From an optimization exercise on the open Yosys and OpenROAD flow, aimed at small area, a short achievable clock period and few clock cycles; shortcuts taken in it are not production practice. Where RTL was checked, it was by simulation tests only, not by an equivalence proof against the original.

rev 12:
==> module a2_add_b2, before the edit <==
module a2_add_b2(
	input 				clk 	,
	input 				rst_n	,
	input 		[7:0]	a		,
	input 		[7:0]	b		,
	input 				i_vld	,
	output				o_vld	,
	output		[7:0]	sqrt	,
	output		[15:0]  remain
);
	wire [15:0] s_in;
	sumsq u_sumsq (.a(a), .b(b), .s(s_in));
	wire [3:0] q4;
	wire [4:0] r4;
	sqtab u_tab (.h(s_in[15:8]), .q(q4), .r(r4));
	wire [4:0] q5;
	wire [5:0] r5;
	sq2 #(.J(4)) u_s4 (.q(q4), .r(r4), .s2(s_in[7:6]), .qn(q5), .rn(r5));
	reg vld_r;
	reg [4:0] q_r;
	reg [5:0] r_r;
	reg [5:0] s_r;
	always @(posedge clk) begin
		q_r <= q5;
		r_r <= r5;
		s_r <= s_in[5:0];
	end
	always @(posedge clk or negedge rst_n) begin
		if (~rst_n) vld_r <= 1'b0;
		else        vld_r <= i_vld;
	end
	wire [4:0] p5 = q_r;
	wire [5:0] t5 = r_r;
	wire [5:0] p6;
	wire [6:0] t6;
	sq2 #(.J(5)) u_t5 (.q(p5), .r(t5), .s2(s_r[5:4]), .qn(p6), .rn(t6));
	wire [6:0] p7;
	wire [7:0] t7;
	sq2 #(.J(6)) u_t6 (.q(p6), .r(t6), .s2(s_r[3:2]), .qn(p7), .rn(t7));
	wire [7:0] p8;
	wire [8:0] t8;
	sq2 #(.J(7)) u_t7 (.q(p7), .r(t7), .s2(s_r[1:0]), .qn(p8), .rn(t8));
	assign o_vld  = vld_r;
	assign sqrt   = p8;
	assign remain = {7'd0, t8[8:0]};
endmodule
Settings: LEC_CHECK=0, ABC_AREA=1, CAP_MARGIN=20, CORE_MARGIN=2, CORE_UTILIZATION=40, PLACE_DENSITY=0.6, SLEW_MARGIN=20; clock period 6.5 ns.
standard.sh (not shown) runs the stock make flow with config.mk's settings and CLKGATE_MAP_FILE= SYNTH_SCRIPT=/design/flow/synth_recipe.tcl, a recipe that flattens the netlist after the stock synthesis.
==> flow/flow/run.sh <==
#!/bin/bash
# The standard layout flow (standard.sh), with two changes:
#  - synthesis leaves adders as plain gates for ABC instead of mapping them
#    to the library's full- and half-adder cells (ADDER_MAP_FILE empty);
#  - the port buffers that placement inserts on every input and output are
#    sky130_fd_sc_hd__buf_2 cells.
# Registers, constraints and every other step are the standard ones.
set -o pipefail
bash standard.sh ADDER_MAP_FILE= "BUFFER_PORTS_ARGS=-buffer_cell sky130_fd_sc_hd__buf_2" finish > standard.log 2>&1
Edits applied to the flow inputs when going from rev 12 to rev 13:
-- flow/design.v --
<<< rev 12, line 348
	wire [4:0] r4;
	sqtab u_tab (.h(s_in[15:8]), .q(q4), .r(r4));
	wire [4:0] q5;
	wire [5:0] r5;
	sq2 #(.J(4)) u_s4 (.q(q4), .r(r4), .s2(s_in[7:6]), .qn(q5), .rn(r5));
	reg vld_r;
	reg [4:0] q_r;
	reg [5:0] r_r;
	reg [5:0] s_r;
	always @(posedge clk) begin
		q_r <= q5;
		r_r <= r5;
		s_r <= s_in[5:0];
	end
	always @(posedge clk or negedge rst_n) begin
>>> rev 13, line 348
	wire [4:0] r4;
	sqtab u_tab (.h(s_in[15:8]), .q(q4), .r(r4));
	reg vld_r;
	reg [3:0] q_r;
	reg [4:0] r_r;
	reg [7:0] s_r;
	always @(posedge clk) begin
		q_r <= q4;
		r_r <= r4;
		s_r <= s_in[7:0];
	end
	always @(posedge clk or negedge rst_n) begin
<<< rev 12, line 364
		else        vld_r <= i_vld;
	end
	wire [4:0] p5 = q_r;
	wire [5:0] t5 = r_r;
	wire [5:0] p6;
	wire [6:0] t6;
	sq2 #(.J(5)) u_t5 (.q(p5), .r(t5), .s2(s_r[5:4]), .qn(p6), .rn(t6));
	wire [6:0] p7;
	wire [7:0] t7;
	sq2 #(.J(6)) u_t6 (.q(p6), .r(t6), .s2(s_r[3:2]), .qn(p7), .rn(t7));
	wire [7:0] p8;
	wire [8:0] t8;
	sq2 #(.J(7)) u_t7 (.q(p7), .r(t7), .s2(s_r[1:0]), .qn(p8), .rn(t8));
	assign o_vld  = vld_r;
	assign sqrt   = p8;
>>> rev 13, line 361
		else        vld_r <= i_vld;
	end
	wire [3:0] p4 = q_r;
	wire [4:0] t4 = r_r;
	wire [5:0] p6;
	wire [6:0] t6;
	sq4 #(.J(4)) u_t4 (.q(p4), .r(t4), .s4(s_r[7:4]), .qn(p6), .rn(t6));
	wire [7:0] p8;
	wire [8:0] t8;
	sq4 #(.J(6)) u_t6 (.q(p6), .r(t6), .s4(s_r[3:0]), .qn(p8), .rn(t8));
	assign o_vld  = vld_r;
	assign sqrt   = p8;
## What came out
- Rev 12 has lower height of the die than rev 13.
- Taking rev 12 as the reference, in rev 13 overall global routing resource usage rose by 1.6 points, xor and xnor area share after synthesis fell by 1.6 points, instance area after placement rose by about 26%.
- Against rev 12 as the reference, rev 13 delivers a higher synthesized area.
- Of rev 13 and rev 12, rev 13 shows the higher layout multi-input combinational cell count, with rev 12 below it.
- Looking at proportion of cell area occupied by multi-input gates, rev 13 sits above rev 12.
- Side by side, synthesized area per cell turned out higher in rev 13 than in rev 12.
- Compared to rev 12, rev 13 has final standard cell area without fillers 25% higher.
- The area added between synthesis and finish number comes out higher for rev 12 vs rev 13.
- Of rev 13 and rev 12, the run reporting the lower routed wire length was rev 12.
No functional check of the RTL was part of rev 13.

static timing again, ports no longer ideal:
Ports are ideal in the flow. The routed layouts listed here were re-timed in OpenROAD.
Step 1, drivers: a clkbuf_16 drives clk and a buf_2 each remaining input, both assumed.
Step 2 adds t to the input delays and takes it off the output delays; t is the mean of the earliest and latest rising clock arrival at the registers after step 1. Input paths then give back, and output paths get back, about the clock's delay inside the block.
Slacks: no drivers / after step 1 / after step 2; pairs: no drivers / after step 1.
run | shift t [ns] | slack for setup (ns) | worst hold slack (ns) | latest minus earliest clock arrival (ns) | slew at the worst register clock pin (ns)
rev 12 | 0.280 | 0.788 / 0.756 / 1.036 | 0.814 / 0.806 / 1.085 | 0.000 / 0.001 | 0.05 / 0.05
rev 13 | 0.283 | 1.000 / 0.967 / 1.250 | 0.808 / 0.798 / 1.081 | 0.003 / 0.002 | 0.05 / 0.05
After both steps setup and hold are still met in every run listed.
